This design comes from an exercise in tuning for small area on the open sky130 flow, not from production work.
Only simulation tests tie the RTL to the original design; equivalence was not proved.
Power figures rest on the tool's default switching activity, not on a simulated workload.

## flow/config.mk

```make
export PLATFORM = sky130hd
export DESIGN_NAME = top_tx
export DESIGN_NICKNAME = top_tx
export VERILOG_FILES = /design/flow/design.v
export SDC_FILE = /design/flow/constraint.sdc
export NUM_CORES = 4
export LEC_CHECK = 0
export CAP_MARGIN = 20
export CORE_MARGIN = 2
export CORE_UTILIZATION = 40
export SLEW_MARGIN = 20
```

## flow/constraint.sdc

```tcl
create_clock -name core_clock -period 10.0 [get_ports {clock}]
set_input_delay 2.0000 -clock core_clock [delete_from_list [all_inputs] [get_ports {clock}]]
set_output_delay 2.0000 -clock core_clock [all_outputs]
set_load 0.01 [all_outputs]
```

## flow/design.v

```verilog
module PRBS #(parameter NB = 9, 
		      parameter SEED = 9'h1AA,
		      parameter HIGH = 9,
		      parameter LOW = 5)(
	output o_data,
	input i_reset, i_valid, clock, i_enable);
reg [NB-1:0] shift_reg;
always @(posedge clock) begin
	if (i_reset) begin
		shift_reg <= SEED;
	end
	else if (i_enable && i_valid) begin
		shift_reg <= {shift_reg[NB-2-:NB-1],shift_reg[LOW-1]^shift_reg[HIGH-9]};  
	end
	else 
		shift_reg <= shift_reg;
end
assign o_data = shift_reg[NB-1];
endmodule
module fir_filter #(parameter NB_COEFF = 10, NBF_COEFF = 8, OVER_SAMP = 8, N_BAUDS = 7, NB_COUNT = 3, NB_OUTPUT = 13)(
	input clk, i_enable, i_valid, i_prbs, i_rst,
	output [NB_OUTPUT-1:0]o_data
);
wire signed [NB_COEFF-1:0] coeffs [(OVER_SAMP*N_BAUDS)-1:0];  
wire signed [NB_OUTPUT-1:0] sample_add_w [OVER_SAMP - 1:0];
reg [N_BAUDS-1:0] shift_reg;
reg [ NB_COUNT-1:0]counter;
reg signed [NB_OUTPUT-1:0] sample_add;
assign coeffs[0] = 10'd0;
assign coeffs[1] = 10'd0;
assign coeffs[2] = 10'd1;
assign coeffs[3] = 10'd3;
assign coeffs[4] = 10'd4;
assign coeffs[5] = 10'd6;
assign coeffs[6] = 10'd6;
assign coeffs[7] = 10'd4;
assign coeffs[8] = 10'd0;
assign coeffs[9] = 10'd1018;
assign coeffs[10] = 10'd1009;
assign coeffs[11] = 10'd1001;
assign coeffs[12] = 10'd993;
assign coeffs[13] = 10'd990;
assign coeffs[14] = 10'd993;
assign coeffs[15] = 10'd1004;
assign coeffs[16] = 10'd0;
assign coeffs[17] = 10'd30;
assign coeffs[18] = 10'd67;
assign coeffs[19] = 10'd110;
assign coeffs[20] = 10'd154;
assign coeffs[21] = 10'd194;
assign coeffs[22] = 10'd227;
assign coeffs[23] = 10'd249;
assign coeffs[24] = 10'd256;
assign coeffs[25] = 10'd249;
assign coeffs[26] = 10'd227;
assign coeffs[27] = 10'd194;
assign coeffs[28] = 10'd154;
assign coeffs[29] = 10'd110;
assign coeffs[30] = 10'd67;
assign coeffs[31] = 10'd30;
assign coeffs[32] = 10'd0;
assign coeffs[33] = 10'd1004;
assign coeffs[34] = 10'd993;
assign coeffs[35] = 10'd990;
assign coeffs[36] = 10'd993;
assign coeffs[37] = 10'd1001;
assign coeffs[38] = 10'd1009;
assign coeffs[39] = 10'd1018;
assign coeffs[40] = 10'd0;
assign coeffs[41] = 10'd4;
assign coeffs[42] = 10'd6;
assign coeffs[43] = 10'd6;
assign coeffs[44] = 10'd4;
assign coeffs[45] = 10'd3;
assign coeffs[46] = 10'd1;
assign coeffs[47] = 10'd0;
assign coeffs[48] = 10'd0;
assign coeffs[49] = 10'd0;
assign coeffs[50] = 10'd1;
assign coeffs[51] = 10'd1;
assign coeffs[52] = 10'd1;
assign coeffs[53] = 10'd1;
assign coeffs[54] = 10'd1;
assign coeffs[55] = 10'd1;
assign o_data = sample_add;
always @(posedge clk) begin
	if (i_rst) begin
		shift_reg <= {N_BAUDS{1'b0}};
	end
	else if (i_enable && i_valid) begin
		shift_reg <= {shift_reg[N_BAUDS-2-:N_BAUDS-1],i_prbs};
	end else begin
		shift_reg <= shift_reg;
	end
end
 always @(posedge clk) begin
    if (i_rst) begin
      counter <= {NB_COUNT{1'b0}}; 
      sample_add <= {NB_OUTPUT{1'b0}};
    end 
    else begin
     	if (i_enable) begin
    		counter <= counter + 1'b1;
    		sample_add <= sample_add_w[counter];
    	end 
    	else begin
    		counter <= counter;
    		sample_add <= sample_add;
    	end
    end
 end        
 generate
 	genvar ptr;
 	for(ptr = 0; ptr < OVER_SAMP; ptr = ptr + 1) begin :adds  
 		assign sample_add_w[ptr] = $signed((shift_reg[0])? -coeffs[ptr + (OVER_SAMP*0)]:coeffs[ptr + (OVER_SAMP*0)]) +    
 								   $signed((shift_reg[1])? -coeffs[ptr + (OVER_SAMP*1)]:coeffs[ptr + (OVER_SAMP*1)]) + 
 								   $signed((shift_reg[2])? -coeffs[ptr + (OVER_SAMP*2)]:coeffs[ptr + (OVER_SAMP*2)]) + 
 								   $signed((shift_reg[3])? -coeffs[ptr + (OVER_SAMP*3)]:coeffs[ptr + (OVER_SAMP*3)]) + 
 								   $signed((shift_reg[4])? -coeffs[ptr + (OVER_SAMP*4)]:coeffs[ptr + (OVER_SAMP*4)]) + 
 								   $signed((shift_reg[5])? -coeffs[ptr + (OVER_SAMP*5)]:coeffs[ptr + (OVER_SAMP*5)]) + 
 								   $signed((shift_reg[6])? -coeffs[ptr + (OVER_SAMP*6)]:coeffs[ptr + (OVER_SAMP*6)]) ; 		
 	end
 endgenerate
endmodule
module top_tx #(parameter NB_COUNT = 3)( 
			input i_reset,
			input [3:0] i_enable,
			input clock,
			output [3:0] o_leds,
			output [12:0] fir_out
			);
reg [NB_COUNT-1:0] count;
wire valid;
wire data_prbs;
assign o_leds = i_enable;
always@(posedge clock) begin
		if (i_reset) 
			count <= {NB_COUNT{1'b0}};
		else 
			if (i_enable[0])
				count <= count + 1;
			else 
				count <= count;
end
assign valid = (count == {NB_COUNT{1'b1}})?1'b1:1'b0;
	PRBS
		u_prbs
		   (.o_data(data_prbs),
			.i_reset(i_reset),
			.i_valid(valid),
			.clock(clock),
			.i_enable(i_enable[1]));
	fir_filter
		u_fir( .clk(clock),
			   .i_rst(i_reset),
			   .i_valid(valid),
			   .i_enable(i_enable[2]),
			   .i_prbs(data_prbs),
			   .o_data(fir_out)
		);
endmodule
```

## flow/run.sh

```bash
#!/bin/bash
# synth_recipe.tcl (not shown) runs the flow's synth.tcl, then flattens the netlist and writes it again
# the make line also repeats each setting of config.mk as NAME=value (left out here)
make -C /OpenROAD-flow-scripts/flow DESIGN_CONFIG=/design/flow/config.mk WORK_HOME=/design/flow/orfs CLKGATE_MAP_FILE= SYNTH_SCRIPT=/design/flow/synth_recipe.tcl finish
```

==> summary.txt <==
Outcome
  – Status: no timing/DRC/antenna violations

Setup path
  – Critical path type: reg2reg
  – Max FO, Critical Path: 15
  – Crit end category: register
  – Reg2Reg Capture Point: u_fir.sample_add[12]$_SDFFE_PP0P_
  – Critical path startpoint category: register
  – Reg2reg start: u_fir.shift_reg[0]$_SDFFE_PP0P_
  – Arr. time, crit path: 8.20 ns
  – Worst R2R Setup Slack: 1.94 ns
  – Register-to-Register Path Depth: 26
  – Data required, critical path: 10.15 ns

STA
  – Slew margin rel.: 42.5%
  – Layout Skew: 0.00834 ns
  – Max Slew Vio Count: 0
  – Tcrit/Tclk final: 80.6%
  – Fmax: 124 MHz
  – Post-Route Setup TNS: 0 ns
  – Hold Vio Cnt, Final: 0
  – Final setup viols: 0
  – Hold WS: 0.455 ns
  – Worst Tran Pin Value: 0.862 ns
  – RSZ-0062 raised after global routing: false
  – Min Tclk post-route: 8.06 ns

Detailed routing
  – DRC: 0
  – WL final: 30.7 mm
  – Avg WL per Cell: 17.8 um
  – Drt first pass iters: 5
  – Top Layer Used: met4
  – Vias: 9131
  – Vias per inst: 5.30
  – Post-route ant nets: 0
  – Wire length on met3: 1.41 mm
  – WL met1: 14.4 mm
  – First DRT Iteration DRCs: 655
  – WL met2: 14.4 mm

Global route
  – Total track usage: 20.8%
  – First-pass GRT wire length: 50.1 mm
  – Largest net degree at the start of global routing: 36
  – Antenna violations before repair: 0
  – Vias in the first global route: 9179
  – GRT overflow: 0

Floorplan
  – Core Box Area: 28800 um2
  – Die ar.: 30600 um2
  – I/O Pins: 23
  – Cell Rows: 62
  – Starting density of the core: 40.7%
  – Die Span X: 175 um
  – Chip height: 175 um

Worst hold path
  – Min-Delay Endpoint: u_prbs.shift_reg[6]$_SDFFE_PP0P_
  – Worst hold-check path type: reg2reg
  – Worst Hold Depth: 2
  – Hold Path Origin: u_prbs.shift_reg[6]$_SDFFE_PP0P_

Power and ir drop
  – Clock Power Share: 46.5%
  – Cell-internal power: 0.287 mW
  – Leakage Power: 6.01 nW
  – Sw Pwr: 0.111 mW
  – Net Sw Frac: 27.9%
  – Combinational cell fraction of total power: 15.8%
  – Power density over the cells: 31.7 nW/um2
  – VDD IR max: 0.0513 mV
  – Flop pwr share: 37.7%

Layout
  – Commonest non-fill, non-tap cells in the layout: inv_1 (268), fa_1 (185), ha_1 (174), a21oi_1 (83), nand2_1 (77)
  – Diode count: 0
  – Final layout net count: 1702
  – Core Util, Final: 43.6%
  – Fraction of layout cells with a size suffix above 1: 2.99%
  – Final Cell Area: 12500 um2
  – Max reg flops: 13
  – Layout Cells excl Fill: 1722
  – Most common cell after layout, fill and taps aside: inv_1
  – Layout area overhead: 7.10%

Placement
  – Hpwl dp: 25.1 mm
  – Placer Congestion: 0.916
  – DP Area: 12400 um2
  – # port buffers: 20
  – Inst Count DP: 1714

Synthesis
  – Syn_area_per_cell: 8.83 um2
  – Post-synth ARST share: 0%
  – Top cells by area, synth: fa_1 (32%), ha_1 (19%), inv_1 (8.7%)
  – Seq cells post-synth: 35
  – Top-area cell type share of the netlist area: 31.6%
  – Yosys warnings: 3
  – Yosys cell types: 64
  – Syn Nets: 1690
  – Sequential fraction of the synthesis area: 5.99%
  – Most used flip-flop cell after synthesis: dfxtp_1
  – Synthesized cell area: 11700 um2
  – Area leader, netlist: fa_1
  – Number of synthesized flops with an enable pin: 0
  – Cells after synthesis: 1325

CTS
  – Worst-path clk slew: 0.06 ns
  – CTS resizes: 0
  – Deepest clock path buffer count: 2
  – Postcts setup bufs: 0
  – Sink Count: 35
  – Clock latency on the worst-skew pair: 0.29 ns
  – CTS buffer count: 5
  – CTS tree: done
  – CTS Hold Bufs: 0
  – Root Buffer: clkbuf_16
  – H-tree levels: 2

Job
  – Max-cap violations: 0
cell usage after synthesis, types with 6 or more instances:
| master | n |
|---|---|
| or2_2 | 8 |
| dfxtp_1 | 35 |
| and2_1 | 6 |
| nand3_1 | 30 |
| a21o_1 | 19 |
| ha_1 | 174 |
| o21ai_0 | 39 |
| a21oi_1 | 83 |
| nand2b_1 | 15 |
| nor2_1 | 58 |
| mux2i_1 | 8 |
| fa_1 | 185 |
| nor3_1 | 10 |
| a221oi_1 | 7 |
| a211o_1 | 9 |
| clkbuf_1 | 22 |
| xor2_1 | 39 |
| xnor2_1 | 66 |
| inv_1 | 270 |
| o31ai_1 | 7 |
| nand2_1 | 77 |
| or3_1 | 6 |
| nor2b_1 | 8 |
| a22oi_1 | 6 |
| a211oi_1 | 14 |
| and3_1 | 12 |
| o21bai_1 | 16 |
| a31oi_1 | 14 |
| o211ai_1 | 6 |
through the flow:
stage	power [mW]	worst slack [ns]
2_1_floorplan	0.190	2.78
3_3_place_gp	0.214	2.27
3_5_place_dp	0.214	2.03
4_1_cts	0.400	2.01
5_1_grt	0.412	1.22
6_report	0.398	1.94
critical path, cell delays in order (launching register included):
cell and delay (ns):
dfxtp_1 0.66, inv_1 0.56, fa_1 0.90, inv_1 0.37, ha_1 0.40, ha_1 0.27
a21oi_1 0.26, a211oi_1 0.08, a311oi_1 0.40, o21ai_0 0.12, and2_1 0.17, o21ai_0 0.20
nand2_1 0.11, fa_1 0.48, inv_1 0.05, fa_1 0.47, inv_1 0.05, fa_1 0.47
inv_1 0.04, ha_1 0.36, a21oi_1 0.35, nand3b_1 0.17, o211ai_1 0.09, o21bai_1 0.18
xnor2_1 0.15, a2111oi_0 0.40, a311oi_1 0.15
kinds of logic (layout without fill, tap and decap cells):
kind of cell / after synthesis / in the layout / share of synthesized area [%]
buffers and inverters: 298 / 311 / 9.69
AO/OA/AOI/OAI: 271 / 271 / 15.3
AND/OR/NAND/NOR: 248 / 248 / 10.1
adder cells (fa/ha/maj): 360 / 360 / 50.3
flip-flops: 35 / 35 / 5.99
multiplexers: 8 / 8 / 0.684
XOR/XNOR: 105 / 105 / 7.86
routing by layer:
metal,GRT usage [%],up-vias
met3,1.70,31
met2,34.9,207
met1,29.5,4508
met4,3.85,0
li1,-,4385
met5,0,-
worst max-delay path by stage:
| stage | depth (start not counted) | to | slack, ns | from |
|---|---|---|---|---|
| final | 26 | u_fir.sample_add[12]$_SDFFE_PP0P_ | 1.94 | u_fir.shift_reg[0]$_SDFFE_PP0P_ |
| after global routing | 26 | u_fir.sample_add[12]$_SDFFE_PP0P_ | 1.22 | u_fir.shift_reg[0]$_SDFFE_PP0P_ |
| after CTS | 26 | u_fir.sample_add[12]$_SDFFE_PP0P_ | 2.01 | u_fir.shift_reg[0]$_SDFFE_PP0P_ |
| after detailed placement | 26 | u_fir.sample_add[12]$_SDFFE_PP0P_ | 2.03 | u_fir.shift_reg[0]$_SDFFE_PP0P_ |
| after global placement | 26 | u_fir.sample_add[12]$_SDFFE_PP0P_ | 2.27 | u_fir.shift_reg[0]$_SDFFE_PP0P_ |
| after floorplan | 26 | u_fir.sample_add[12]$_SDFFE_PP0P_ | 2.78 | u_fir.shift_reg[1]$_SDFFE_PP0P_ |
cell type report:
| class | instances | area [um2] |
|---|---|---|
| inverter | 270 | 1010 |
| tap | 384 | 480 |
| clock inverter | 3 | 43.8 |
| fill | 2857 | 16200 |
| clock buffer | 5 | 125 |
| multi-input combinational | 992 | 9870 |
| timing repair buffer | 33 | 298 |
| sequential | 35 | 706 |
power by group through the flow:
stage               logic [mW]  clock network [mW]  registers (mW)
floorplan               0.0374                   0           0.152
global placement        0.0608                   0           0.153
detailed placement      0.0614                   0           0.153
CTS                     0.0616               0.189           0.150
global route            0.0677               0.194           0.151
finish                  0.0628               0.185           0.150

[what the ideal ports hide]
The results above use ideal ports. As a check the final layout listed here was re-extracted and re-timed, cells and wires unchanged.
Step 1 (the two cells are an assumption about what drives the block):
set clk [get_ports {clock}]
set_driving_cell -lib_cell sky130_fd_sc_hd__clkbuf_16 $clk
set_driving_cell -lib_cell sky130_fd_sc_hd__buf_2 [delete_from_list [all_inputs] $clk]
Step 2 times the ports against the registers' clock, not the clock port: input delays grow and output delays shrink by t, the midpoint of the rising clock arrivals with the driver on.
Slacks: no drivers / after step 1 / after step 2; pairs: no drivers / after step 1.
shift t [ns]: 0.323
setup slack, ns: 1.944 / 1.944 / 1.944
clock arrival spread, ns: 0.008 / 0.008
worst register clock-pin slew, ns: 0.07 / 0.07
After both steps this run still meets setup and hold. The setup slack of this run moves by 0.000 ns with the drivers and by 0.000 ns with both steps.
